Source: an optimization exercise on an open RTL-to-GDS flow (aim: small area). Production flows keep margins and buffers that such runs may drop.
Function was checked by simulation only, so behaviour that the tests miss may differ from the original.
Power is estimated from default activity; no workload was simulated.

<file path="flow/config.mk">
export PLATFORM = sky130hd
export DESIGN_NAME = memoria_fpga_top
export DESIGN_NICKNAME = memoria_fpga_top
export VERILOG_FILES = /design/flow/design.v
export SDC_FILE = /design/flow/constraint.sdc
export NUM_CORES = 4
export LEC_CHECK = 0
export ABC_AREA = 1
export CAP_MARGIN = 20
export CORE_MARGIN = 2
export CORE_UTILIZATION = 70
export PLACE_DENSITY = 0.85
export SLEW_MARGIN = 20
</file>
<file path="flow/constraint.sdc">
create_clock -name core_clock -period 80.0 [get_ports {clk50}]
set_input_delay 16.0000 -clock core_clock [delete_from_list [all_inputs] [get_ports {clk50}]]
set_output_delay 16.0000 -clock core_clock [all_outputs]
set_load 0.01 [all_outputs]
</file>
<file path="flow/design.v">
module hex7seg_active_low (
    input  logic [3:0] hex,
    output logic [6:0] seg
);
    always_comb begin
        case (hex)
            4'h0: seg = 7'b100_0000;
            4'h1: seg = 7'b111_1001;
            4'h2: seg = 7'b010_0100;
            4'h3: seg = 7'b011_0000;
            4'h4: seg = 7'b001_1001;
            4'h5: seg = 7'b001_0010;
            4'h6: seg = 7'b000_0010;
            4'h7: seg = 7'b111_1000;
            4'h8: seg = 7'b000_0000;
            4'h9: seg = 7'b001_0000;
            4'hA: seg = 7'b000_1000;
            4'hB: seg = 7'b000_0011;
            4'hC: seg = 7'b100_0110;
            4'hD: seg = 7'b010_0001;
            4'hE: seg = 7'b000_0110;
            default: seg = 7'b000_1110;
        endcase
    end
endmodule
module hex7seg_pairs (
    input  logic [3:0] hex,
    output logic [6:0] seg
);
    logic h3, h2, h1, h0;
    assign {h3, h2, h1, h0} = hex;
    assign seg[0] = ~h1 & (h2 ^ h0);                          
    assign seg[1] = h2 & (h1 ^ h0);                           
    assign seg[2] = ~h2 & h1 & ~h0;                           
    assign seg[3] = (~h1 & (h2 ^ h0)) | (h2 & h1 & h0);       
    assign seg[4] = h0 | (h2 & ~h1);                          
    assign seg[5] = (~h2 & (h1 | h0)) | (h1 & h0);            
    assign seg[6] = (~h3 & ~h2 & ~h1) | (h2 & h1 & h0);       
endmodule
module btn_debouncer (
    input  logic clk,
    input  logic rst_n,
    input  logic btn_n_raw,
    output logic press
);
    logic sync0, sync1, stable, stable_d;
    logic [3:0] cnt;
    always_ff @(posedge clk or negedge rst_n) begin
        if (!rst_n) begin
            sync0 <= 1'b1; sync1 <= 1'b1; stable <= 1'b1;
        end else begin
            sync0 <= btn_n_raw;
            sync1 <= sync0;
            if ((sync1 != stable) & cnt[3] & (cnt[2:0] == 3'd0)) stable <= sync1;
        end
    end
    always_ff @(posedge clk) begin
        stable_d <= stable;
        if (sync1 != stable) cnt <= {cnt[2:0], cnt[3] ^ cnt[2] ^ (cnt[2:0] == 3'd0)};
        else                 cnt <= 4'd0;
    end
    assign press = ~stable & stable_d;
endmodule
module turn_leds (
    input  logic clk,
    input  logic rst_n,
    input  logic ph,
    input  logic game_active,
    input  logic current_player,
    output logic led_p1,
    output logic led_p2
);
    logic [9:0] db;
    logic       blink, low0;
    assign low0 = (db[8:0] == 9'd0);
    always_ff @(posedge clk or negedge rst_n) begin
        if (!rst_n) begin
            db <= 10'd0; blink <= 1'b0;
        end else begin
            db <= {db[8:0], db[9] ^ db[6] ^ low0};
            if (db[9] & low0) blink <= ~blink;
        end
    end
    assign led_p1 = game_active & ~current_player & blink;
    assign led_p2 = game_active &  current_player & blink;
endmodule
module memory_game_fsm_bc (
    input  logic       clk,
    input  logic       rst_n,
    input  logic       start,         
    input  logic       click,         
    input  logic [3:0] sel_idx,       
    output logic       gover,         
    output logic       cur,           
    output logic [3:0] ia, ib,        
    output logic [7:0] pr,            
    output logic       a_up, b_up,    
    output logic       a_gone,        
    output logic [3:0] p1, p2,        
    output logic [3:0] sec            
);
    localparam logic [4:0]
        S_IDLE  = 5'd0,  S_WST   = 5'd1,  S_NEWT  = 5'd2,
        S_PICK1 = 5'd3,  S_PREP1 = 5'd4,  S_DO1   = 5'd5,  S_WAIT1 = 5'd6,
        S_PICK2 = 5'd7,  S_PREP2 = 5'd8,  S_DO2   = 5'd9,  S_WAIT2 = 5'd10,
        S_CHK1  = 5'd11, S_CHK2  = 5'd12,
        S_X0    = 5'd13, S_X1    = 5'd14, S_X2    = 5'd15, S_X3    = 5'd16,
        S_NEXT  = 5'd17, S_GOVER = 5'd18, S_AUTO1 = 5'd19, S_AUTO2 = 5'd23;
    logic [4:0]  s, ns;
    logic [3:0]  lfsr, lfsr_n, cand;
    logic        running, tick, tdone;
    logic [11:0] ps;
    logic        pause, is_auto, stage2, match, cand_ok, take;
    assign pause   = (s == S_DO1) | (s == S_WAIT1) | ((s >= S_DO2) & (s <= S_X3));
    assign is_auto = (s == S_AUTO1) | (s == S_AUTO2);
    assign stage2  = (s == S_PICK2) | (s == S_AUTO2);
    assign lfsr_n  = {lfsr[2:0], lfsr[3] ^ lfsr[1]};
    assign cand    = is_auto ? lfsr_n : sel_idx;
    assign cand_ok = ~pr[cand[2:0]] & ~(stage2 & (cand == ia));
    assign take    = cand_ok & (is_auto | click);
    assign match   = (ia[2:0] == ib[2:0]);
    assign gover   = (s == S_GOVER);
    assign a_up    = ((s >= S_WAIT1) & (s <= S_X0)) | (s == S_AUTO2);
    assign b_up    = (s >= S_WAIT2) & (s <= S_X2);
    assign a_gone  = match & ((s == S_X1) | (s == S_X2));
    always_comb begin
        ns = s;
        case (s)
            S_IDLE:  if (start) ns = S_WST;
            S_WST:   ns = S_NEWT;
            S_NEWT:  ns = S_PICK1;
            S_PICK1: if (take) ns = S_PREP1; else if (tdone) ns = S_AUTO1;
            S_AUTO1: if (take) ns = S_PREP1;
            S_PREP1: ns = S_DO1;
            S_DO1:   ns = S_WAIT1;
            S_WAIT1: ns = S_PICK2;
            S_PICK2: if (take) ns = S_PREP2; else if (tdone) ns = S_AUTO2;
            S_AUTO2: if (take) ns = S_PREP2;
            S_PREP2: ns = S_DO2;
            S_DO2:   ns = S_WAIT2;
            S_WAIT2: ns = S_CHK1;
            S_CHK1:  ns = S_CHK2;
            S_CHK2:  ns = S_X0;
            S_X0:    ns = S_X1;
            S_X1:    ns = S_X2;
            S_X2:    ns = S_X3;
            S_X3:    ns = S_NEXT;
            S_NEXT:  ns = (match & (&pr)) ? S_GOVER : S_NEWT;
            S_GOVER: if (start) ns = S_IDLE;
            default: ns = S_IDLE;
        endcase
    end
    always_ff @(posedge clk or negedge rst_n) begin
        if (!rst_n) begin
            s <= S_IDLE; cur <= 1'b0; pr <= 8'd0;
            lfsr <= 4'hA; p1 <= 4'd0; p2 <= 4'd0;
        end else begin
            s <= ns;
            if (is_auto) lfsr <= lfsr_n;
            if ((s == S_X2) & match) pr[ib[2:0]] <= 1'b1;
            if ((s == S_NEXT) & ~match) cur <= ~cur;
            if (start) begin
                p1 <= 4'd0; p2 <= 4'd0;
            end else begin
                p1 <= p1 + {3'd0, (s == S_NEXT) & match & ~cur};
                p2 <= p2 + {3'd0, (s == S_NEXT) & match &  cur};
            end
        end
    end
    always_ff @(posedge clk) begin
        if (take & ((s == S_PICK1) | (s == S_AUTO1))) ia <= cand;
        if (take & stage2) ib <= cand;
    end
    logic ps_end, ps_low0;
    assign ps_low0 = (ps[10:0] == 11'd0);
    assign ps_end  = ps[11] & ps_low0;
    always_ff @(posedge clk) begin
        if (pause | ~running) ps <= 12'd0;
        else ps <= {ps[10:0], ps[11] ^ ps[5] ^ ps[3] ^ ps[0] ^ ps_low0};
        tick <= ~pause & running & ps_end;
        tdone <= running & ~pause & tick & (s != S_NEWT) & (sec == 4'd1);
    end
    always_ff @(posedge clk or negedge rst_n) begin
        if (!rst_n) begin
            running <= 1'b0; sec <= 4'd0;
        end else begin
            if (s == S_NEWT) begin
                sec <= 4'd15; running <= 1'b1;
            end else begin
                sec <= sec - {3'd0, running & ~pause & tick & (sec != 4'd0)};
            end
        end
    end
endmodule
module vgaController (
    input  logic       clk,
    input  logic       rst_n,
    output logic       ph,
    output logic [3:0] xs,
    output logic [6:0] xc,
    output logic [3:0] ys,
    output logic [5:0] yc
);
    logic       x_end, y_end, line_end;
    logic [3:0] xs_n, ys_n;
    logic [6:0] x_start;
    logic [5:0] y_start;
    assign xs_n  = xs + 4'd1;
    assign x_end = ph & ((~xs[3] & xs[0]) ? (xc[6] & xc[3] & xc[1]) : (&xc));
    always_comb begin
        if (!xs_n[3]) x_start = xs_n[0] ? 7'd1 : 7'd52;
        else case (xs_n[2:0])
            3'b000:  x_start = 7'd108;
            3'b001:  x_start = 7'd112;
            3'b010:  x_start = 7'd32;
            3'b111:  x_start = 7'd108;
            default: x_start = 7'd116;
        endcase
    end
    assign line_end = x_end & (xs == 4'b1110);
    assign ys_n  = ys + 4'd1;
    assign y_end = (~ys[3] & ys[0]) ? (yc[5] & yc[4] & yc[2] & yc[1]) : (&yc);
    always_comb begin
        if (!ys_n[3]) y_start = ys_n[0] ? 6'd1 : 6'd8;
        else case (ys_n[2:0])
            3'b000:  y_start = 6'd44;
            3'b001:  y_start = 6'd54;
            3'b010:  y_start = 6'd62;
            3'b011:  y_start = 6'd55;
            3'b111:  y_start = 6'd44;
            default: y_start = 6'd56;
        endcase
    end
    logic [7:0] xcp;
    assign xcp = {xc, ph} + 8'd1;
    always_ff @(posedge clk or negedge rst_n) begin
        if (!rst_n) begin
            ph <= 1'b1; xs <= 4'b1111; xc <= 7'd108; ys <= 4'b1111; yc <= 6'd44;
        end else begin
            xs <= xs + {3'd0, x_end};
            if (x_end) {xc, ph} <= {x_start, 1'b0};
            else       {xc, ph} <= xcp;
            ys <= ys + {3'd0, line_end & y_end};
            if (line_end & y_end) yc <= y_start;
            else                  yc <= yc + {5'd0, line_end};
        end
    end
endmodule
module videoGen_game (
    input  logic        clk,
    input  logic        rst_n,
    input  logic        ph,
    input  logic [3:0]  xs,
    input  logic [6:0]  xc,
    input  logic [3:0]  ys,
    input  logic [5:0]  yc,
    input  logic [3:0]  sel_idx,
    input  logic [3:0]  ia, ib,
    input  logic [7:0]  pr,
    input  logic        a_up, b_up, a_gone,
    input  logic        gover,
    input  logic [3:0]  p1, p2,
    output logic        blank_b,
    output logic [7:0]  r, g, b
);
    logic x_vis, y_vis, in_vp;
    assign x_vis   = ~xs[3] | (xs == 4'b1000) | (xs == 4'b1111);
    assign y_vis   = ~ys[3] | (ys == 4'b1000) | (ys == 4'b1111);
    assign in_vp   = ~xs[3] & ~ys[3];
    assign blank_b = x_vis & y_vis;
    logic [1:0] cx, cy;
    logic       hx, hy;
    logic [6:0] adx;
    logic [5:0] ady;
    logic [3:0] ci;
    assign cx  = xs[2:1];
    assign hx  = xs[0];
    assign cy  = ys[2:1];
    assign hy  = ys[0];
    assign adx = hx ? xc : ~xc;
    assign ady = hy ? yc : ~yc;
    assign ci  = {cy, cx};
    logic bx3, bx5, by3, by5, colAGD, colFE, colBC, rowA, rowG, rowD, rowFB, rowEC;
    logic ax6, ax36, ay6, ay36;
    logic [5:0] rlo, rhi;
    assign bx3 = (xc[3] & xc[6] & hx) | (~xc[1] & ~xc[3] & ~xc[6] & ~hx) | (~xc[0] & ~xc[3] & ~xc[6] & ~hx);
    assign bx5 = (xc[1] & xc[2] & xc[6] & hx) | (xc[3] & xc[6] & hx) | (~xc[3] & ~xc[6] & ~hx) | (~xc[0] & ~xc[1] & ~xc[2] & ~xc[6] & ~hx);
    assign by3 = (~yc[1] & ~yc[2] & ~yc[4] & ~yc[5] & ~hy) | (~yc[0] & ~yc[2] & ~yc[4] & ~yc[5] & ~hy) | (yc[2] & yc[4] & yc[5] & hy);
    assign by5 = (~yc[2] & ~yc[4] & ~yc[5] & ~hy) | (~yc[0] & ~yc[1] & ~yc[4] & ~yc[5] & ~hy) | (yc[1] & yc[4] & yc[5] & hy) | (yc[2] & yc[4] & yc[5] & hy);
    assign colAGD = (~hx & ~cx[0] & cx[1]) | (~xc[3] & ~xc[4] & ~xc[5] & ~xc[6] & ~cx[0] & cx[1]) | (~xc[0] & ~xc[1] & ~xc[2] & ~xc[4] & ~xc[5] & ~xc[6] & ~cx[0] & cx[1]) | (xc[1] & xc[2] & xc[4] & xc[5] & xc[6] & cx[0] & ~cx[1]) | (xc[3] & xc[4] & xc[5] & xc[6] & cx[0] & ~cx[1]) | (hx & cx[0] & ~cx[1]);
    assign colFE = (~xc[3] & ~xc[4] & ~xc[5] & ~xc[6] & cx[0] & ~cx[1]) | (~xc[2] & ~xc[4] & ~xc[5] & ~xc[6] & cx[0] & ~cx[1]) | (xc[1] & xc[2] & xc[4] & xc[5] & xc[6] & cx[0] & ~cx[1]) | (xc[3] & xc[4] & xc[5] & xc[6] & cx[0] & ~cx[1]) | (~xc[0] & ~xc[1] & ~xc[4] & ~xc[5] & ~xc[6] & cx[0] & ~cx[1]);
    assign colBC = (~xc[3] & ~xc[4] & ~xc[5] & ~xc[6] & ~cx[0] & cx[1]) | (~xc[0] & ~xc[1] & ~xc[2] & ~xc[4] & ~xc[5] & ~xc[6] & ~cx[0] & cx[1]) | (xc[2] & xc[4] & xc[5] & xc[6] & ~cx[0] & cx[1]) | (xc[3] & xc[4] & xc[5] & xc[6] & ~cx[0] & cx[1]) | (xc[1] & xc[4] & xc[5] & xc[6] & ~cx[0] & cx[1]);
    assign rowA = (yc[0] & yc[1] & yc[2] & yc[3] & yc[4] & hy & ~cy[0] & ~cy[1]) | (~yc[4] & yc[5] & hy & ~cy[0] & ~cy[1]) | (~yc[2] & yc[5] & hy & ~cy[0] & ~cy[1]) | (~yc[0] & ~yc[1] & yc[5] & hy & ~cy[0] & ~cy[1]);
    assign rowG = (~yc[4] & ~yc[5] & ~hy & ~cy[0] & cy[1]) | (~yc[1] & ~yc[2] & ~yc[3] & ~yc[5] & ~hy & ~cy[0] & cy[1]) | (~yc[0] & ~yc[2] & ~yc[3] & ~yc[5] & ~hy & ~cy[0] & cy[1]) | (yc[2] & yc[3] & yc[5] & hy & cy[0] & ~cy[1]) | (yc[4] & yc[5] & hy & cy[0] & ~cy[1]);
    assign rowD = (yc[1] & ~yc[5] & ~hy & cy[0] & cy[1]) | (yc[2] & ~yc[5] & ~hy & cy[0] & cy[1]) | (yc[4] & ~yc[5] & ~hy & cy[0] & cy[1]);
    assign rowFB = (yc[0] & yc[2] & yc[4] & yc[5] & hy & ~cy[0] & ~cy[1]) | (yc[1] & yc[2] & yc[4] & yc[5] & hy & ~cy[0] & ~cy[1]) | (~hy & cy[0] & ~cy[1]) | (~yc[5] & cy[0] & ~cy[1]) | (~yc[3] & ~yc[4] & cy[0] & ~cy[1]) | (~yc[2] & ~yc[4] & cy[0] & ~cy[1]);
    assign rowEC = (yc[3] & yc[4] & ~cy[0] & cy[1]) | (yc[5] & ~cy[0] & cy[1]) | (~yc[1] & ~yc[2] & ~yc[4] & ~yc[5] & ~hy & cy[0] & cy[1]) | (hy & ~cy[0] & cy[1]) | (yc[2] & yc[4] & ~cy[0] & cy[1]) | (yc[0] & yc[1] & ~yc[3] & ~cy[0] & cy[1]);
    assign ax6 = (xc[2] & xc[3] & xc[4] & xc[5] & xc[6]) | (~xc[2] & ~xc[3] & ~xc[4] & ~xc[5] & ~xc[6]) | (~xc[1] & ~xc[3] & ~xc[4] & ~xc[5] & ~xc[6]) | (~xc[0] & ~xc[3] & ~xc[4] & ~xc[5] & ~xc[6]) | (xc[0] & xc[3] & xc[4] & xc[5] & xc[6]) | (xc[1] & xc[3] & xc[4] & xc[5] & xc[6]);
    assign ax36 = (xc[5] & xc[6]) | (~xc[5] & ~xc[6]) | (~xc[2] & ~xc[3] & ~xc[4] & ~xc[6]) | (xc[2] & xc[3] & xc[4] & xc[6]) | (~xc[0] & ~xc[1] & ~xc[3] & ~xc[4] & xc[5]) | (xc[0] & xc[1] & xc[3] & xc[4] & xc[6]);
    assign ay6 = (yc[2] & yc[3] & yc[4] & yc[5]) | (yc[0] & yc[3] & yc[4] & yc[5]) | (yc[1] & yc[3] & yc[4] & yc[5]) | (~yc[2] & ~yc[3] & ~yc[4] & ~yc[5]) | (~yc[1] & ~yc[3] & ~yc[4] & ~yc[5]) | (~yc[0] & ~yc[3] & ~yc[4] & ~yc[5]);
    assign ay36 = (yc[0] & yc[1] & yc[3] & yc[4]) | (yc[2] & yc[3] & yc[4]) | (yc[5] & ~hy) | (~yc[5] & hy) | (~yc[0] & ~yc[1] & ~yc[3] & ~yc[4]) | (~yc[2] & ~yc[3] & ~yc[4]);
    assign rlo[0] = (~ady[0] & ady[1] & ady[3] & ~ady[4]) | (ady[0] & ~ady[1] & ~ady[2] & ady[4]) | (~ady[0] & ady[2] & ~ady[3] & ady[4]) | (~ady[0] & ady[1] & ~ady[2] & ady[3]) | (~ady[0] & ~ady[1] & ady[2] & ady[4]) | (~ady[1] & ~ady[2] & ady[3] & ~ady[4]);
    assign rlo[1] = (~ady[3] & ~ady[4] & ~ady[5]) | (ady[1] & ady[2] & ~ady[4]) | (ady[1] & ~ady[2] & ady[3] & ady[4]) | (~ady[0] & ~ady[1] & ady[4]) | (~ady[1] & ady[2] & ~ady[3] & ady[4]);
    assign rlo[2] = (ady[1] & ~ady[2] & ady[3]) | (~ady[3] & ~ady[4] & ~ady[5]) | (ady[2] & ~ady[3] & ~ady[5]) | (~ady[1] & ~ady[4] & ~ady[5]);
    assign rlo[3] = (~ady[4] & ~ady[5]) | (~ady[1] & ady[2] & ady[3]) | (~ady[2] & ~ady[3] & ady[4]) | (ady[1] & ~ady[2] & ady[3]);
    assign rlo[4] = (~ady[3] & ~ady[5]) | (ady[3] & ~ady[4]) | (~ady[1] & ~ady[2] & ady[3]);
    assign rlo[5] = 1'b0;
    assign rhi[0] = (~ady[0] & ~ady[1] & ady[3] & ~ady[4]) | (~ady[0] & ady[1] & ~ady[2] & ~ady[3]) | (ady[0] & ady[2] & ~ady[3]) | (ady[0] & ~ady[2] & ady[3] & ady[4]) | (~ady[0] & ady[1] & ady[2] & ady[3]) | (ady[0] & ~ady[1] & ady[2]) | (ady[2] & ~ady[3] & ~ady[4] & ~ady[5]) | (ady[0] & ~ady[1] & ~ady[3] & ~ady[5]) | (ady[0] & ~ady[3] & ~ady[4] & ~ady[5]) | (~ady[1] & ady[2] & ~ady[3] & ady[4]);
    assign rhi[1] = (ady[2] & ~ady[3] & ~ady[4] & ~ady[5]) | (~ady[2] & ady[3] & ~ady[4]) | (ady[0] & ady[1] & ady[4]) | (~ady[0] & ady[1] & ~ady[2] & ~ady[3]) | (ady[0] & ~ady[2] & ~ady[3] & ~ady[5]) | (~ady[0] & ~ady[1] & ady[3] & ady[4]) | (ady[0] & ~ady[1] & ady[5]) | (ady[1] & ady[2] & ady[3] & ady[4]);
    assign rhi[2] = (~ady[0] & ~ady[1] & ~ady[2] & ~ady[3] & ~ady[4] & ~ady[5]) | (ady[0] & ~ady[1] & ady[5]) | (ady[0] & ady[1] & ~ady[2] & ady[4]) | (~ady[1] & ady[2] & ady[4]) | (~ady[0] & ady[1] & ~ady[3] & ady[4]) | (ady[0] & ~ady[1] & ~ady[3] & ady[4]);
    assign rhi[3] = (ady[0] & ady[5]) | (ady[1] & ady[5]) | (ady[2] & ~ady[3] & ady[4]) | (ady[0] & ~ady[3] & ady[4]) | (~ady[1] & ~ady[2] & ady[3] & ady[4]) | (~ady[0] & ady[1] & ~ady[2] & ady[4]);
    assign rhi[4] = (ady[0] & ady[4]) | (ady[1] & ady[4]) | (ady[2] & ady[4]) | (ady[3] & ady[4]) | (~ady[0] & ~ady[1] & ~ady[2] & ady[5]);
    assign rhi[5] = (~ady[4] & ~ady[5]) | (~ady[0] & ~ady[1] & ~ady[2] & ~ady[3] & ~ady[5]);
    logic is_rem, is_face, sel_hit;
    assign is_rem  = pr[ci[2:0]] | (a_gone & (ci == ia));
    assign is_face = (a_up & (ci == ia)) | (b_up & (ci == ib));
    assign sel_hit = (ci == sel_idx);
    logic [7:0] t;
    logic sh_ring, sh_dia, sh_cross, sh_x, shape;
    assign sh_ring  = ay36 & ax36 & (adx[5:0] >= rlo) & (adx[5:0] <= rhi);
    assign t        = {1'b0, adx} + ({2'b0, ady} ^ {8{cx[1]}}) + {7'd0, cx[1]};
    assign sh_dia   = (t >= 8'd30) & (t <= 8'd36);
    assign sh_x     = (t <= 8'd6) | (t >= 8'd250);
    assign sh_cross = (ax6 & ay36) | (ay6 & ax36);
    always_comb begin
        case (cx)
            2'd0:    shape = sh_ring;
            2'd1:    shape = sh_dia;
            2'd2:    shape = sh_cross;
            default: shape = sh_x;
        endcase
    end
    logic dig;
    always_comb begin
        if (p1 > p2)      dig = colBC & (rowFB | rowEC);
        else if (p2 > p1) dig = (colAGD & (rowA | rowD | rowG)) | (colBC & rowFB) | (colFE & rowEC);
        else              dig = (colAGD & (rowA | rowD)) | ((colBC | colFE) & (rowFB | rowEC));
        dig = dig & in_vp & gover;
    end
    logic [3:0] cls;
    always_comb begin
        if (!blank_b)                       cls = 4'd0;
        else if (!in_vp)                    cls = 4'd1;
        else if (is_rem)                    cls = 4'd2;
        else if (sel_hit & (bx5 | by5))     cls = 4'd3;
        else if (bx3 | by3)                 cls = 4'd4;
        else if (!is_face)                  cls = 4'd5;
        else if (shape)                     cls = {1'b1, ci[2:0]};
        else                                cls = 4'd6;
    end
    logic [3:0]  cls_q;
    logic        dim_q, dig_q, live;
    logic [23:0] bl, pal;
    always_comb begin
        case (cls_q)
            4'd0:  pal = 24'h000000;
            4'd1:  pal = {8'd10,  8'd50,  8'd15};
            4'd2:  pal = {8'd28,  8'd28,  8'd28};
            4'd3:  pal = {8'd255, 8'd255, 8'd60};
            4'd4:  pal = {8'd240, 8'd240, 8'd240};
            4'd5:  pal = {8'd20,  8'd80,  8'd20};
            4'd6:  pal = {8'd16,  8'd60,  8'd16};
            4'd7:  pal = 24'h000000;
            4'd8:  pal = {8'd200, 8'd120, 8'd20};
            4'd9:  pal = {8'd40,  8'd200, 8'd160};
            4'd10: pal = {8'd180, 8'd60,  8'd200};
            4'd11: pal = {8'd230, 8'd210, 8'd40};
            4'd12: pal = {8'd80,  8'd230, 8'd80};
            4'd13: pal = {8'd60,  8'd120, 8'd240};
            4'd14: pal = {8'd240, 8'd120, 8'd60};
            default: pal = {8'd180, 8'd180, 8'd210};
        endcase
    end
    always_ff @(posedge clk or negedge rst_n) begin
        if (!rst_n) begin
            cls_q <= 4'd0; dim_q <= 1'b0; live <= 1'b0;
        end else begin
            live <= 1'b1;
            if (ph) begin
                cls_q <= cls; dim_q <= gover & in_vp;
            end
        end
    end
    always_ff @(posedge clk) begin
        if (ph) begin
            dig_q <= dig;
            if (dim_q)         bl <= {{1'b0, bl[23:17]} + 8'd80, {1'b0, bl[15:9]} + 8'd10, {1'b0, bl[7:1]} + 8'd10};
            else if (blank_b)  bl <= pal;
            else               bl <= 24'h000000;
        end
    end
    assign r = {8{live}} & (bl[23:16] | {8{dig_q}});
    assign g = {8{live}} & (bl[15:8]  | {8{dig_q}});
    assign b = {8{live}} & (bl[7:0]   | {8{dig_q}});
endmodule
module memoria_fpga_top (
    input  logic        clk50,
    input  logic [3:0]  SW,
    input  logic        KEY0_n,
    input  logic        KEY1_n,
    input  logic        RESET_n,
    output logic        vgaclk,
    output logic        hsync, vsync,
    output logic        sync_b, blank_b,
    output logic [7:0]  r, g, b,
    output logic        LED_P1,
    output logic        LED_P2,
    output logic [3:0]  P1_PAIRS,
    output logic [3:0]  P2_PAIRS,
    output logic [6:0]  HEX0,
    output logic [6:0]  HEX1,
    output logic [6:0]  HEX2
);
    logic       ph;
    logic [3:0] xs, ys;
    logic [6:0] xc;
    logic [5:0] yc;
    vgaController u_vgac (
        .clk(clk50), .rst_n(RESET_n), .ph(ph), .xs(xs), .xc(xc), .ys(ys), .yc(yc)
    );
    assign vgaclk = ~ph;
    assign hsync  = ~(xs == 4'b1010);
    assign vsync  = ~(ys == 4'b1010);
    assign sync_b = hsync & vsync;
    logic start_pulse, click_pulse;
    btn_debouncer u_db_start (.clk(clk50), .rst_n(RESET_n), .btn_n_raw(KEY0_n), .press(start_pulse));
    btn_debouncer u_db_click (.clk(clk50), .rst_n(RESET_n), .btn_n_raw(KEY1_n), .press(click_pulse));
    logic       gover, cur, a_up, b_up, a_gone;
    logic [3:0] ia, ib, p1, p2, sec;
    logic [7:0] pr;
    memory_game_fsm_bc u_game (
        .clk(clk50), .rst_n(RESET_n), .start(start_pulse), .click(click_pulse), .sel_idx(SW),
        .gover(gover), .cur(cur), .ia(ia), .ib(ib), .pr(pr), .a_up(a_up), .b_up(b_up),
        .a_gone(a_gone), .p1(p1), .p2(p2), .sec(sec)
    );
    turn_leds u_leds (
        .clk(clk50), .rst_n(RESET_n), .ph(ph), .game_active(~gover), .current_player(cur),
        .led_p1(LED_P1), .led_p2(LED_P2)
    );
    assign P1_PAIRS = p1;
    assign P2_PAIRS = p2;
    hex7seg_pairs      u_hex_p1 (.hex(p1),  .seg(HEX0));
    hex7seg_pairs      u_hex_p2 (.hex(p2),  .seg(HEX1));
    hex7seg_active_low u_hex_tm (.hex(sec), .seg(HEX2));
    videoGen_game u_vgen (
        .clk(clk50), .rst_n(RESET_n), .ph(ph), .xs(xs), .xc(xc), .ys(ys), .yc(yc),
        .sel_idx(SW), .ia(ia), .ib(ib), .pr(pr), .a_up(a_up), .b_up(b_up), .a_gone(a_gone),
        .gover(gover), .p1(p1), .p2(p2), .blank_b(blank_b), .r(r), .g(g), .b(b)
    );
endmodule
</file>
<file path="flow/flow/run.sh">
#!/bin/bash
# Own layout flow:
#  1. the standard synthesis (standard.sh synth), unchanged;
#  2. the combinational logic of that netlist re-mapped by ABC with an
#     area-oriented script (flow/remap.tcl: three rounds of &deepsyn then
#     &nf with SAT-based area recovery), eight runs with different random seeds, four at a time, keeping the
#     smallest result;
#     every register instance is kept with its name and cell;
#  3. the standard floorplan, placement, CTS and routing (standard.sh) on
#     the re-mapped netlist, with the port buffers made from buf_1 and a
#     clock tree of clkbuf_4 buffers without dummy balancing loads.
# Each step's full output goes to a log file of its own in this folder
# (ORFS's own per-step logs are under orfs/logs/).
set -euo pipefail
W=$(pwd)
R=$W/orfs/results/$FLOW_PLATFORM/memoria_fpga_top/base
YOSYS=$FLOW_HOME/../tools/install/yosys/bin/yosys
LIB=$FLOW_HOME/platforms/$FLOW_PLATFORM/lib/sky130_fd_sc_hd__tt_025C_1v80.lib

bash standard.sh synth > log_1_standard_synth.txt 2>&1
cp "$R/1_2_yosys.v" "$W/synth_standard.v"

MAP="&get,-n;&dch,-f;&nf,-R,1000,-p,-F,8,-A,4,-a;&put"
for batch in "1 2 3 4" "5 6 7 8"; do
    for s in $batch; do
        SYN="&get,-n;&deepsyn,-T,90,-S,$s;&put"
        ABC_SCRIPT="+strash;$SYN;$MAP;strash;$SYN;$MAP;strash;$SYN;$MAP;topo" \
        LIB=$LIB IN=$W/synth_standard.v OUT=$W/remap_$s.v TOP=$FLOW_TOP \
        DONT_USE="$(cat flow/dont_use.txt)" \
            "$YOSYS" -c flow/remap.tcl > log_2_remap_$s.txt 2>&1 &
    done
    wait
done
best=""; besta=""
for s in 1 2 3 4 5 6 7 8; do
    [[ -f "$W/remap_$s.v.stat" && -s "$W/remap_$s.v" ]] || { echo "seed $s: failed" >> log_2_remap_pick.txt; continue; }
    a=$(awk '/Chip area/ {print $NF}' "$W/remap_$s.v.stat")
    echo "seed $s: area $a" >> log_2_remap_pick.txt
    if [[ -z "$best" ]] || awk -v a="$a" -v b="$besta" 'BEGIN {exit !(a < b)}'; then best=$s; besta=$a; fi
done
if [[ -n "$best" ]]; then
    echo "picked seed $best" >> log_2_remap_pick.txt
    cp "$W/remap_$best.v" "$R/1_2_yosys.v"
    rm -f "$R/1_synth.odb" "$R/1_synth.sdc"
else
    echo "no re-mapped netlist; keeping the standard one" >> log_2_remap_pick.txt
fi

BUFFER_PORTS_ARGS="-buffer_cell sky130_fd_sc_hd__buf_1" \
CTS_ARGS="-sink_clustering_enable -repair_clock_nets -buf_list sky130_fd_sc_hd__clkbuf_4 -dont_use_dummy_load" \
    bash standard.sh > log_3_standard_layout.txt 2>&1
</file>
<file path="flow/flow/dont_use.txt">
sky130_fd_sc_hd__probe_p_8 sky130_fd_sc_hd__probec_p_8 sky130_fd_sc_hd__lpflow_bleeder_1 sky130_fd_sc_hd__lpflow_clkbufkapwr_1 sky130_fd_sc_hd__lpflow_clkbufkapwr_16 sky130_fd_sc_hd__lpflow_clkbufkapwr_2 sky130_fd_sc_hd__lpflow_clkbufkapwr_4 sky130_fd_sc_hd__lpflow_clkbufkapwr_8 sky130_fd_sc_hd__lpflow_clkinvkapwr_1 sky130_fd_sc_hd__lpflow_clkinvkapwr_16 sky130_fd_sc_hd__lpflow_clkinvkapwr_2 sky130_fd_sc_hd__lpflow_clkinvkapwr_4 sky130_fd_sc_hd__lpflow_clkinvkapwr_8 sky130_fd_sc_hd__lpflow_decapkapwr_12 sky130_fd_sc_hd__lpflow_decapkapwr_3 sky130_fd_sc_hd__lpflow_decapkapwr_4 sky130_fd_sc_hd__lpflow_decapkapwr_6 sky130_fd_sc_hd__lpflow_decapkapwr_8 sky130_fd_sc_hd__lpflow_inputiso0n_1 sky130_fd_sc_hd__lpflow_inputiso0p_1 sky130_fd_sc_hd__lpflow_inputiso1n_1 sky130_fd_sc_hd__lpflow_inputiso1p_1 sky130_fd_sc_hd__lpflow_inputisolatch_1 sky130_fd_sc_hd__lpflow_isobufsrc_1 sky130_fd_sc_hd__lpflow_isobufsrc_16 sky130_fd_sc_hd__lpflow_isobufsrc_2 sky130_fd_sc_hd__lpflow_isobufsrc_4 sky130_fd_sc_hd__lpflow_isobufsrc_8 sky130_fd_sc_hd__lpflow_isobufsrckapwr_16 sky130_fd_sc_hd__lpflow_lsbuf_lh_hl_isowell_tap_1 sky130_fd_sc_hd__lpflow_lsbuf_lh_hl_isowell_tap_2 sky130_fd_sc_hd__lpflow_lsbuf_lh_hl_isowell_tap_4 sky130_fd_sc_hd__lpflow_lsbuf_lh_isowell_4 sky130_fd_sc_hd__lpflow_lsbuf_lh_isowell_tap_1 sky130_fd_sc_hd__lpflow_lsbuf_lh_isowell_tap_2 sky130_fd_sc_hd__lpflow_lsbuf_lh_isowell_tap_4 sky130_fd_sc_hd__fill_1 sky130_fd_sc_hd__fill_2 sky130_fd_sc_hd__fill_4 sky130_fd_sc_hd__fill_8 
</file>
<file path="flow/flow/remap.tcl">
# Re-maps the combinational logic of the standard synthesis netlist with an
# area-oriented ABC script. Every register instance is kept as it is (same
# name, same cell). Environment: LIB, IN, OUT, TOP, DONT_USE.
yosys -import
read_liberty -ignore_miss_func $::env(LIB)
read_verilog $::env(IN)
hierarchy -top $::env(TOP)
setattr -mod -set keep_hierarchy 1 sky130_fd_sc_hd__df* sky130_fd_sc_hd__edf* sky130_fd_sc_hd__sdf* sky130_fd_sc_hd__dl*
flatten
opt_clean -purge
techmap
opt -fast
set du {}
foreach c $::env(DONT_USE) { lappend du -dont_use $c }
set script "+strash;&get,-n;&deepsyn,-T,60;&put;&get,-n;&dch,-f;&nf,-R,1000,-p;&put;topo"
if {[info exists ::env(ABC_SCRIPT)]} { set script $::env(ABC_SCRIPT) }
abc -liberty $::env(LIB) {*}$du -script $script
opt_clean -purge
hilomap -singleton -hicell sky130_fd_sc_hd__conb_1 HI -locell sky130_fd_sc_hd__conb_1 LO
insbuf -buf sky130_fd_sc_hd__buf_1 A X
splitnets
opt_clean -purge
# plain names for the internal nets (ports keep theirs)
yosys rename -hide w:* i:* o:* %u %d
tee -o $::env(OUT).stat stat -liberty $::env(LIB) $::env(TOP)
select $::env(TOP)
write_verilog -noattr -nohex -nodec -selected $::env(OUT)
</file>
<file path="flow/standard.sh">
#!/bin/bash
# synth_recipe.tcl (not shown) runs the flow's synth.tcl, then flattens the netlist and writes it again
# the make line also repeats each setting of config.mk as NAME=value (left out here)
make -C /OpenROAD-flow-scripts/flow DESIGN_CONFIG=/design/flow/config.mk WORK_HOME=/design/flow/orfs CLKGATE_MAP_FILE= SYNTH_SCRIPT=/design/flow/synth_recipe.tcl "${@:-finish}"
</file>
==> impl_metrics.tcl, run 1 <==
set metrics [dict create \
    setup-violations-final 0 \
    firstDrtPassIters 5 \
    die-width_um 109 \
    worst_setup_path_end_kind "primary output" \
    path_max_fanout 12 \
    die_h_um 109 \
    most_frequent_standard_cell_in_the_layout_excluding_fill_and_tap_cells "sky130_fd_sc_hd__nand2_1" \
    min-delay-path-class "register to register" \
    rsz0062_at_grt "no" \
    hold_path_startpoint "u_db_click.sync0" \
    cell_depth_of_the_worst_hold_path 0 \
    maxCapViolCount 0 \
    boundary_pin_count 68 \
    syn_to_final_growth_pct 6.97 \
    whs_ps 331 \
    cellLeakagePower_nw 3.03 \
    core_region_area_um2 10800 \
    grt_pass1_vias 6595 \
    r2r.worst_path.cells 19 \
    detailed_route_via_count 7063 \
    globalRouteTotalUtil 0.327 \
    finalCritPeriodShare 0.229 \
    clockRootBuffer "sky130_fd_sc_hd__clkbuf_4" \
    ys.warnings.count 6 \
    dpl.hpwl_mm 13.3 \
    r2r_start "u_vgac.ys[0]" \
    routabilityCongestion 0.962 \
    fillers 796 \
    cts_buffers 17 \
    drc 0 \
    power_w 0.000161 \
    tns_ps 0 \
    setup.reg_to_reg.worst_slack_ps 74940 \
    instance_area_after_placement_um2 8090 \
    holdPathEnd "u_db_click.sync1" \
    detail_route.wl_per_cell_um 17.1 \
    port_buffers 67 \
    antenna_found_initial 0 \
    rows 38 \
    worst_slew_margin_rel 0.272 \
    drt-total-wl_mm 18.6 \
    top_achievable_clock_speed_mhz 54.6 \
    cts_max_path_buffers 2 \
    syn-cell-area_um2 7680 \
    final_nets 962 \
    globalRoute.totalOverflow 0 \
    cts_tree "done" \
    mappedNetlistNets 883 \
    cts.reportedPaths.clkPinSlew_ps 120 \
    antennaDiodeCount 0 \
    final_antenna_net_count 0 \
    cp_data_arrival_time_ps 2300 \
    report.final.slew_viol_count 0 \
    reg_to_reg_critical_path_endpoint "u_vgen.cls_q[0]" \
    crit_type "register to primary output" \
    cts.htree.levels 4 \
    outcome "no timing/DRC/antenna violations" \
    wire_length_of_the_first_global_routing_pass_mm 30.6 \
    worst_supply_voltage_drop_on_vdd_mv 0.0241 \
    most-common-layout-cells "97 x sky130_fd_sc_hd__nand2_1, 77 x sky130_fd_sc_hd__a21oi_1, 75 x sky130_fd_sc_hd__o21ai_0" \
    clock-sinks 133 \
    netlist_instances 875 \
    cts.repair.resized 0 \
    post_route_cells_drive_above_1_share 0.0473 \
    postCtsSetupRepairBufs 0 \
    skew_ps 37.0 \
    hold_fix_buffers_cts 0 \
    final.min_clock_period_ps 18300 \
    fp.dieArea_um2 11800 \
    synth.avg_cell_area_um2 8.78 \
    tightest_slew_ps 1080 \
    p_per_area_nw_per_um2 19.6 \
    route.detailed.vias_per_inst 6.47 \
    grt_max_degree 77 \
    final-hold-violation-count 0 \
    dp_slack_ps 61440 \
    layout_setup_ws_ps 61700 \
    worstPathRequired_ps 64000 \
    clkLatencyLatePin_ps 530 \
    drt_iter0_drc 634 \
    critPathLaunchType "register" \
    stdcell_area_um2 8220 \
    initial_utilization 0.712 \
]
==> cell type report <==
class | count | area (µm²) | share of cell area
clock buffer | 17 | 128 | 0.0155
inverter | 25 | 93.8 | 0.0114
multi-input combinational | 709 | 4160 | 0.506
sequential | 133 | 3400 | 0.414
tap | 140 | 175 | 0.0213
timing repair buffer | 68 | 263 | 0.0320
==> report_power, final <==
part	internal (W)	switching, W	total, W
Combinational	0.0000161	0.0000253	0.0000414
Clock	0.00000971	0.0000205	0.0000302
Sequential	0.0000796	0.00000957	0.0000892
Total	0.000105	0.0000554	0.000161
==> how the worst max path moves through the flow <==
stage	startpoint	to	slack, ps
2_1_floorplan	SW[1]	u_game.ia[0]	62010
4_1_cts	u_vgac.xs[0]	blank_b	61730
3_5_place_dp	SW[1]	u_game.ia[1]	61440
3_3_place_gp	SW[1]	u_game.ia[1]	61600
5_1_grt	u_vgac.xs[0]	blank_b	61590
6_report	u_vgac.xs[2]	blank_b	61700
==> registers in the layout, summed over array words and instances, names as in the netlist, 4 cells and up <==
register / cells
u_vgen.bl: 24
u_game.ps: 12
u_leds.db: 10
u_game.pr: 8
u_vgac.xc: 7
u_vgac.yc: 6
u_game.s: 5
u_db_click.cnt: 4
u_db_start.cnt: 4
u_game.ia: 4
u_game.ib: 4
u_game.lfsr: 4
u_game.p1: 4
u_game.p2: 4
u_game.sec: 4
u_vgac.xs: 4
u_vgac.ys: 4
u_vgen.cls_q: 4
==> layer usage <==
layer / routed length, µm / vias to the layer above / track usage
li1: - / 3368 / -
met4: 319 / 0 / 0.116
met1: 7720 / 3356 / 0.424
met2: 9360 / 297 / 0.554
met5: 0 / - / 0
met3: 1240 / 42 / 0.0598
==> stage by stage <==
stage / cells / util
5_1_grt: 1092 / 0.762
3_5_place_dp: 1075 / 0.750
2_1_floorplan: 875 / -
3_3_place_gp: 1075 / 0.750
6_report: 1092 / 0.762
4_1_cts: 1092 / 0.762
==> worst max-delay path, stage by stage, from the launching register on <==
cell and delay [ps]:
sky130_fd_sc_hd__dfstp_2 710, sky130_fd_sc_hd__and2_0 330, sky130_fd_sc_hd__o22ai_1 120, sky130_fd_sc_hd__a31oi_1 450, sky130_fd_sc_hd__buf_1 200
==> run 2, diff against run 1 <==
--- a/flow/flow/run.sh
+++ b/flow/flow/run.sh
@@ -8,7 +8,7 @@
 #     every register instance is kept with its name and cell;
 #  3. the standard floorplan, placement, CTS and routing (standard.sh) on
 #     the re-mapped netlist, with the port buffers made from buf_1 and a
-#     clock tree of clkbuf_4 buffers without dummy balancing loads.
+#     clock tree of clkbuf_8 buffers without dummy balancing loads.
 # Each step's full output goes to a log file of its own in this folder
 # (ORFS's own per-step logs are under orfs/logs/).
 set -euo pipefail
@@ -47,5 +47,5 @@
 fi
 
 BUFFER_PORTS_ARGS="-buffer_cell sky130_fd_sc_hd__buf_1" \
-CTS_ARGS="-sink_clustering_enable -repair_clock_nets -buf_list sky130_fd_sc_hd__clkbuf_4 -dont_use_dummy_load" \
+CTS_ARGS="-sink_clustering_enable -repair_clock_nets -buf_list sky130_fd_sc_hd__clkbuf_8 -dont_use_dummy_load" \
     bash standard.sh > log_3_standard_layout.txt 2>&1
==> run 2 against run 1 <==
Against the previous run: still clean on timing, DRC and antenna; first-iteration DRC count grew 20%; synthesized cell count increased by 0.11%; sequential power fell by 2.7%; die area shrank 0.39%; area after synthesis fell by 0.41%; wire length rose by 3.3%; critical endpoint is now HEX2[1].
==> impl_metrics.tcl, run 2 <==
set metrics [dict create \
    outcome "no timing/DRC/antenna violations" \
    detailed_route_via_count 7164 \
    crit_type "register to primary output" \
    multiInputGateArea_um2 4130 \
    boundary_pin_count 68 \
    maxCapViolCount 0 \
    drc 0 \
    top_delay_family_on_crit_path "simple AND/OR/NAND/NOR gates" \
    worst_setup_path_end_kind "primary output" \
    startpoint "u_game.sec[2]" \
    min-delay-path-class "register to register" \
    crit_path_cell_chain "nor2_1 > nor4b_1 > a21o_1 > or2_0 > mux2i_1 > buf_1" \
    clockRootBuffer "sky130_fd_sc_hd__clkbuf_8" \
    postCtsSetupRepairBufs 0 \
    cp-endpoint "HEX2[1]" \
    setup-violations-final 0 \
    wire_length_of_the_first_global_routing_pass_mm 31.1 \
    p_per_area_nw_per_um2 19.2 \
    most-common-layout-cells "105 x sky130_fd_sc_hd__nand2_1, 78 x sky130_fd_sc_hd__nor2_1, 66 x sky130_fd_sc_hd__a21oi_1, 66 x sky130_fd_sc_hd__o21ai_0, 66 x sky130_fd_sc_hd__buf_1" \
    tightest_slew_ps 952 \
    critPathBufInv 1 \
    cts_tree "done" \
    die-width_um 109 \
    worstPathRequired_ps 64000 \
    firstDrtPassIters 5 \
    post_route_cells_drive_above_1_share 0.0462 \
    met2WireLength_mm 9.64 \
    antenna_found_initial 0 \
    cpPeakStageDelay_ps 520 \
    final.min_clock_period_ps 18090 \
    final_cell_count_no_fill 1093 \
    synth.avg_cell_area_um2 8.74 \
    hold_path_startpoint "u_db_start.sync0" \
    die_h_um 109 \
    largest_register_ff_count 24 \
    core_region_area_um2 10700 \
    skew_ps 25.5 \
    antennaDiodeCount 0 \
    report.final.slew_viol_count 0 \
    top_achievable_clock_speed_mhz 55.3 \
    wl_met3_mm 1.35 \
    worst_supply_voltage_drop_on_vdd_mv 0.0186 \
    tns_ps 0 \
    rsz0062_at_grt "no" \
    cts_max_path_buffers 2 \
    fillers 783 \
    detail_route.wl_per_cell_um 17.6 \
    critPathLaunchType "register" \
    worst_slew_margin_rel 0.365 \
    reg_top3 "u_vgen.bl (24), u_game.ps (12), u_leds.db (10)" \
    syn_to_final_growth_pct 8.39 \
    reg_to_reg_critical_path_endpoint "u_vgen.cls_q[0]" \
    rows 38 \
    cts.repair.resized 0 \
    cp_data_arrival_time_ps 2090 \
    mappedNetlistNets 884 \
    globalRouteTotalUtil 0.335 \
    grt_max_degree 77 \
    fp.dieArea_um2 11800 \
    globalRoute.totalOverflow 0 \
    drt_iter0_drc 761 \
    r2r_start "u_vgac.yc[1]" \
    ys.warnings.count 6 \
    cpMaxStageDelayCell "sky130_fd_sc_hd__nor4b_1" \
    initial_utilization 0.712 \
    routabilityCongestion 0.951 \
    cts_buffers 17 \
    place_inst 1076 \
    final-hold-violation-count 0 \
    final_nets 963 \
    dr_top_layer "met4" \
    regMostFlops "u_vgen.bl" \
    count_of_cell_instances_traversed_by_the_critical_path 6 \
    drt-total-wl_mm 19.2 \
    most_frequent_standard_cell_in_the_layout_excluding_fill_and_tap_cells "sky130_fd_sc_hd__nand2_1" \
    final_antenna_net_count 0 \
    cts.reportedPaths.clkPinSlew_ps 70 \
    clkLatencyLatePin_ps 440 \
    cts.htree.levels 4 \
    dpl.hpwl_mm 13.5 \
    r2r.worst_path.cells 23 \
    netlist_instances 876 \
    clock-sinks 133 \
    port_buffers 67 \
    hold_fix_buffers_cts 0 \
    syn-cell-area_um2 7650 \
    sequential_cell_area_um2 3400 \
    route.detailed.vias_per_inst 6.55 \
    path_max_fanout 9 \
    finalCritPeriodShare 0.226 \
    setup.reg_to_reg.worst_slack_ps 74960 \
    met1_length_mm 7.78 \
    cellLeakagePower_nw 3.15 \
    grt_pass1_vias 6595 \
]
[run 2: metal layers]
metal  track usage  vias up
li1              -     3358
met1         0.431     3388
met2         0.566      358
met3        0.0645       60
met4         0.122        0
met5             0        -
[run 2: cell type report]
cell class	instances	area share
Clock buffer	17	0.0282
Timing Repair Buffer	68	0.0317
Multi-Input combinational cell	711	0.498
Inverter	24	0.0109
Tap cell	140	0.0211
Sequential cell	133	0.410
[run 2: report_power, final]
part	total (W)	switching (W)	internal [W]	leakage (nW)
sequential	0.0000868	0.00000887	0.0000779	1.39
combinational	0.0000323	0.0000197	0.0000126	1.64
clock	0.0000403	0.0000216	0.0000187	0.122
[run 2: worst min path at each step]
| stage | endpoint | depth (start not counted) |
|---|---|---|
| 6_report | u_db_start.sync1 | 0 |
| 5_1_grt | u_db_start.sync1 | 0 |
| 4_1_cts | u_db_start.sync1 | 0 |
| 3_5_place_dp | u_db_click.sync1 | 0 |
| 3_3_place_gp | u_db_click.sync1 | 0 |
| 2_1_floorplan | u_db_click.sync1 | 0 |
[run 2: worst register-to-register path, stage by stage, from the launching register on]
cell	delay [ps]
sky130_fd_sc_hd__dfrtp_1	620
sky130_fd_sc_hd__xnor2_1	610
sky130_fd_sc_hd__and2_0	350
sky130_fd_sc_hd__nor2_1	140
sky130_fd_sc_hd__nor2_1	160
sky130_fd_sc_hd__a21boi_0	290
sky130_fd_sc_hd__nand2_1	130
sky130_fd_sc_hd__and2_0	210
sky130_fd_sc_hd__o21ai_0	200
sky130_fd_sc_hd__mux2i_1	240
sky130_fd_sc_hd__a21oi_1	60
sky130_fd_sc_hd__o21ai_0	370
sky130_fd_sc_hd__a21oi_1	130
sky130_fd_sc_hd__a21o_1	160
sky130_fd_sc_hd__o2111ai_1	100
sky130_fd_sc_hd__a31oi_1	70
sky130_fd_sc_hd__o22ai_1	280
sky130_fd_sc_hd__o21ai_0	190
sky130_fd_sc_hd__a21oi_1	190
sky130_fd_sc_hd__nor2_1	50
sky130_fd_sc_hd__nor2_1	80
sky130_fd_sc_hd__o21ai_0	90
sky130_fd_sc_hd__nand3_1	90
sky130_fd_sc_hd__o21ai_0	100
[run 2: per-stage QoR]
stage | total power, W | setup WS [ps] | cell area, µm² | hold slack [ps] | util
final | 0.000159 | 61910 | 8290 | 362 | 0.772
after global routing | 0.000167 | 61750 | 8290 | 367 | 0.772
after CTS | 0.000159 | 61710 | 8290 | 364 | 0.772
after detailed placement | 0.000119 | 61300 | 8060 | 349 | 0.750
after global placement | 0.000117 | 61670 | 8060 | 345 | 0.750
after floorplan | 0.000109 | 62010 | 7650 | 345 | -

-- afterwards: timing with drivers on the ports --
No port has a modelled driver above. Below, the same layouts with a new extraction and two added sets of constraints.
Step 1 (the two cells are an assumption about what drives the block):
set clk [get_ports {clk50}]
set_driving_cell -lib_cell sky130_fd_sc_hd__clkbuf_16 $clk
set_driving_cell -lib_cell sky130_fd_sc_hd__buf_2 [delete_from_list [all_inputs] $clk]
Step 2 also shifts input and output timing later by t, the mid clock arrival at the registers, as if the neighbouring blocks saw the same clock.
a / b / c = no drivers / after step 1 / after step 2; a / b = the first two.
run	t, ns	setup WS [ns]	hold slack, ns	worst setup path at the end	worst data-port slew with drivers (ns)
run 1	0.551	61.697 / 61.660 / 61.326	0.331 / 0.331 / 0.331	input to register	0.03
run 2	0.461	61.913 / 61.879 / 61.504	0.362 / 0.362 / 0.362	input to register	0.04
After both steps every run listed still meets setup and hold. The setup slack of run 2, which loses most, moves by -0.034 ns with the drivers and by -0.409 ns with both steps.
